This is an optimization exercise on Yosys and OpenROAD, whose aim is small area, not a production implementation.
The RTL was checked by simulation tests, not by an equivalence proof against the original design.
Power is estimated from default activity; no workload was simulated.

// fifo
module fifo (in,out,clk,rst,rd_en,wr_en,is_full,is_empty,x_dest,y_dest);
Size: roughly 760 cells after synthesis, roughly 330 flip-flops, about 190 I/O pins, roughly 13,000 um2 of cells after synthesis.
export LEC_CHECK = 0
export CAP_MARGIN = 20
export CORE_MARGIN = 2
export CORE_UTILIZATION = 40
export SLEW_MARGIN = 20
create_clock -name core_clock -period 8.0 [get_ports {clk}]
standard.sh (not shown) runs the stock make flow with config.mk's settings and CLKGATE_MAP_FILE= SYNTH_SCRIPT=/design/flow/synth_recipe.tcl, a recipe that flattens the netlist after the stock synthesis.
==> flow/flow/run.sh <==
#!/bin/bash
# The standard ORFS layout (standard.sh) with area-oriented changes:
#  - after floorplan, the combinational logic is re-mapped for area (restructure.tcl)
#  - before repair_design, every combinational cell takes its smallest
#    equivalent size (downsize.tcl); repair_design then fixes slew/cap
#  - ports are buffered with buf_1
#  - the clock tree uses clkbuf_4 leaf clusters and no dummy loads
# make's full output goes to standard.log; ORFS keeps each step's log under orfs/logs.
set -e
here=$(pwd)
export POST_FLOORPLAN_TCL=$here/flow/restructure.tcl
export PRE_RESIZE_TCL=$here/flow/downsize.tcl
export BUFFER_PORTS_ARGS="-buffer_cell sky130_fd_sc_hd__buf_1"
export CTS_ARGS="-sink_clustering_enable -repair_clock_nets -dont_use_dummy_load -buf_list {sky130_fd_sc_hd__clkbuf_4} -sink_clustering_size 10 -sink_clustering_max_diameter 60"
bash standard.sh CORE_UTILIZATION=60 GPL_TIMING_DRIVEN=0 SLEW_MARGIN=10 CAP_MARGIN=10 finish > standard.log 2>&1
==> flow/flow/downsize.tcl <==
# Give every combinational cell its smallest equivalent; repair_design runs next.
sta::make_equiv_cells [get_libs *]
set n 0
foreach inst [get_cells *] {
  set lc [get_lib_cells -of_objects $inst]
  if {$lc eq "NULL" || $lc eq ""} continue
  set nm [get_name $lc]
  if {[string match "*df*" $nm] || [string match "*dl*" $nm]} continue
  set best $lc
  set ba [get_property $lc area]
  foreach c [sta::find_equiv_cells $lc] {
    if {$c eq "NULL" || $c eq ""} continue
    set cn [get_name $c]
    if {[lsearch -exact $::env(DONT_USE_CELLS) $cn] >= 0} continue
    if {[string match "*lpflow*" $cn] || [string match "*probe*" $cn]} continue
    set a [get_property $c area]
    if {$a < $ba} { set best $c; set ba $a }
  }
  if {$best != $lc} { replace_cell $inst $best; incr n }
}
puts "downsize: resized $n instances"
==> flow/flow/restructure.tcl <==
# Re-map the combinational logic between the registers for area (ABC via OpenROAD).
set rmp_dir $::env(OBJECTS_DIR)/rmp
file mkdir $rmp_dir
set_dont_use $::env(DONT_USE_CELLS)
restructure -target area -liberty_file [lindex $::env(LIB_FILES) 0] \
  -tielo_port sky130_fd_sc_hd__conb_1/LO -tiehi_port sky130_fd_sc_hd__conb_1/HI \
  -work_dir $rmp_dir -abc_logfile $::env(LOG_DIR)/2_1_restructure_abc.log
The baseline finished with timing, DRC and antenna clean.
Next try:
==> flow/run.sh (new file) <==
#!/bin/bash
# synth_recipe.tcl (not shown) runs the flow's synth.tcl, then flattens the netlist and writes it again
# the make line also repeats each setting of config.mk as NAME=value (left out here)
make -C /OpenROAD-flow-scripts/flow DESIGN_CONFIG=/design/flow/config.mk WORK_HOME=/design/flow/orfs CLKGATE_MAP_FILE= SYNTH_SCRIPT=/design/flow/synth_recipe.tcl finish
removed: flow/flow/run.sh
removed: flow/flow/downsize.tcl
removed: flow/flow/restructure.tcl
removed: flow/standard.sh
Result:
- The changed run ran to the end with no violations
- fmax rose by 7.2%
- synthesized cell count does not change
- clock power rose by 110%
- setup slack gains 0.29 ns
- first-iteration DRC count fell by 35%
- sequential share of layout area fell by 9.4 points
Next try:
==> flow/flow/run.sh (new file) <==
#!/bin/bash
# Standard ORFS layout, with the port buffers and the clock tree built from
# small cells.
set -e
export BUFFER_PORTS_ARGS="-buffer_cell sky130_fd_sc_hd__buf_1"
export CTS_ARGS="-sink_clustering_enable -repair_clock_nets -dont_use_dummy_load -buf_list {sky130_fd_sc_hd__clkbuf_4} -sink_clustering_size 10 -sink_clustering_max_diameter 60"
bash standard.sh CORE_UTILIZATION=40 finish > standard.log 2>&1
==> flow/standard.sh (new file) <==
#!/bin/bash
# synth_recipe.tcl (not shown) runs the flow's synth.tcl, then flattens the netlist and writes it again
# the make line also repeats each setting of config.mk as NAME=value (left out here)
make -C /OpenROAD-flow-scripts/flow DESIGN_CONFIG=/design/flow/config.mk WORK_HOME=/design/flow/orfs CLKGATE_MAP_FILE= SYNTH_SCRIPT=/design/flow/synth_recipe.tcl "${@:-finish}"
removed: flow/run.sh
After rerunning:
- cell count drops by 1.7%
- sequential power stays flat
- fmax went up by 4.4%
- power fell by 23%
Next try:
==> flow/flow/run.sh (replaced) <==
#!/bin/bash
# The standard ORFS layout (standard.sh) with area-oriented changes:
#  - after floorplan, the combinational logic is re-mapped for area (restructure.tcl)
#  - before repair_design, every combinational cell takes its smallest
#    equivalent size (downsize.tcl); repair_design then fixes slew/cap
#  - ports are buffered with buf_1
#  - the clock tree uses clkbuf_4 leaf clusters and no dummy loads
# make's full output goes to standard.log; ORFS keeps each step's log under orfs/logs.
set -e
here=$(pwd)
export POST_FLOORPLAN_TCL=$here/flow/restructure.tcl
export PRE_RESIZE_TCL=$here/flow/downsize.tcl
export BUFFER_PORTS_ARGS="-buffer_cell sky130_fd_sc_hd__buf_1"
export CTS_ARGS="-sink_clustering_enable -repair_clock_nets -dont_use_dummy_load -buf_list {sky130_fd_sc_hd__clkbuf_4} -sink_clustering_size 10 -sink_clustering_max_diameter 60"
bash standard.sh CORE_UTILIZATION=60 SLEW_MARGIN=5 CAP_MARGIN=5 finish > standard.log 2>&1
==> flow/flow/downsize.tcl (new file) <==
# Give every combinational cell its smallest equivalent; repair_design runs next.
sta::make_equiv_cells [get_libs *]
set n 0
foreach inst [get_cells *] {
  set lc [get_lib_cells -of_objects $inst]
  if {$lc eq "NULL" || $lc eq ""} continue
  set nm [get_name $lc]
  if {[string match "*df*" $nm] || [string match "*dl*" $nm]} continue
  set best $lc
  set ba [get_property $lc area]
  foreach c [sta::find_equiv_cells $lc] {
    if {$c eq "NULL" || $c eq ""} continue
    set cn [get_name $c]
    if {[lsearch -exact $::env(DONT_USE_CELLS) $cn] >= 0} continue
    if {[string match "*lpflow*" $cn] || [string match "*probe*" $cn]} continue
    set a [get_property $c area]
    if {$a < $ba} { set best $c; set ba $a }
  }
  if {$best != $lc} { replace_cell $inst $best; incr n }
}
puts "downsize: resized $n instances"
==> flow/flow/restructure.tcl (new file) <==
# Re-map the combinational logic between the registers for area (ABC via OpenROAD).
set rmp_dir $::env(OBJECTS_DIR)/rmp
file mkdir $rmp_dir
set_dont_use $::env(DONT_USE_CELLS)
restructure -target area -liberty_file [lindex $::env(LIB_FILES) 0] \
  -tielo_port sky130_fd_sc_hd__conb_1/LO -tiehi_port sky130_fd_sc_hd__conb_1/HI \
  -work_dir $rmp_dir -abc_logfile $::env(LOG_DIR)/2_1_restructure_abc.log
Effect:
- non-clock buffer count went up by 8
- die area went down by about 33%
- wire length went up by 3.8%
- combinational power went up by about 25%
- flip-flop and latch count is unchanged
- area after synthesis stays the same

## port drivers added, routing unchanged
The results above use ideal ports. As a check the final layouts listed here were re-extracted and re-timed, cells and wires unchanged.
Step 1: set_driving_cell puts a clkbuf_16 on clk and a buf_2 on each other input, an assumption about the parent block.
Step 2 times the ports against the registers' clock, not the clock port: input delays grow and output delays shrink by t, the midpoint of the rising clock arrivals with the driver on.
Three values: ideal, step 1, step 2; two values: the first two.
run	t (ns)	setup WS [ns]	worst setup path after step 2	slew at the worst register clock pin (ns)	pins driven straight from the clock port
the first run	0.678	3.623 / 3.586 / 4.264	register to output	0.11 / 0.11	1
the second run	0.548	3.917 / 3.870 / 4.388	input to register	0.06 / 0.06	1
the third run	0.649	4.090 / 4.046 / 4.695	register to output	0.11 / 0.11	1
the fourth run	0.667	3.609 / 3.567 / 4.234	register to output	0.12 / 0.12	1
After both steps every run listed still meets setup and hold.
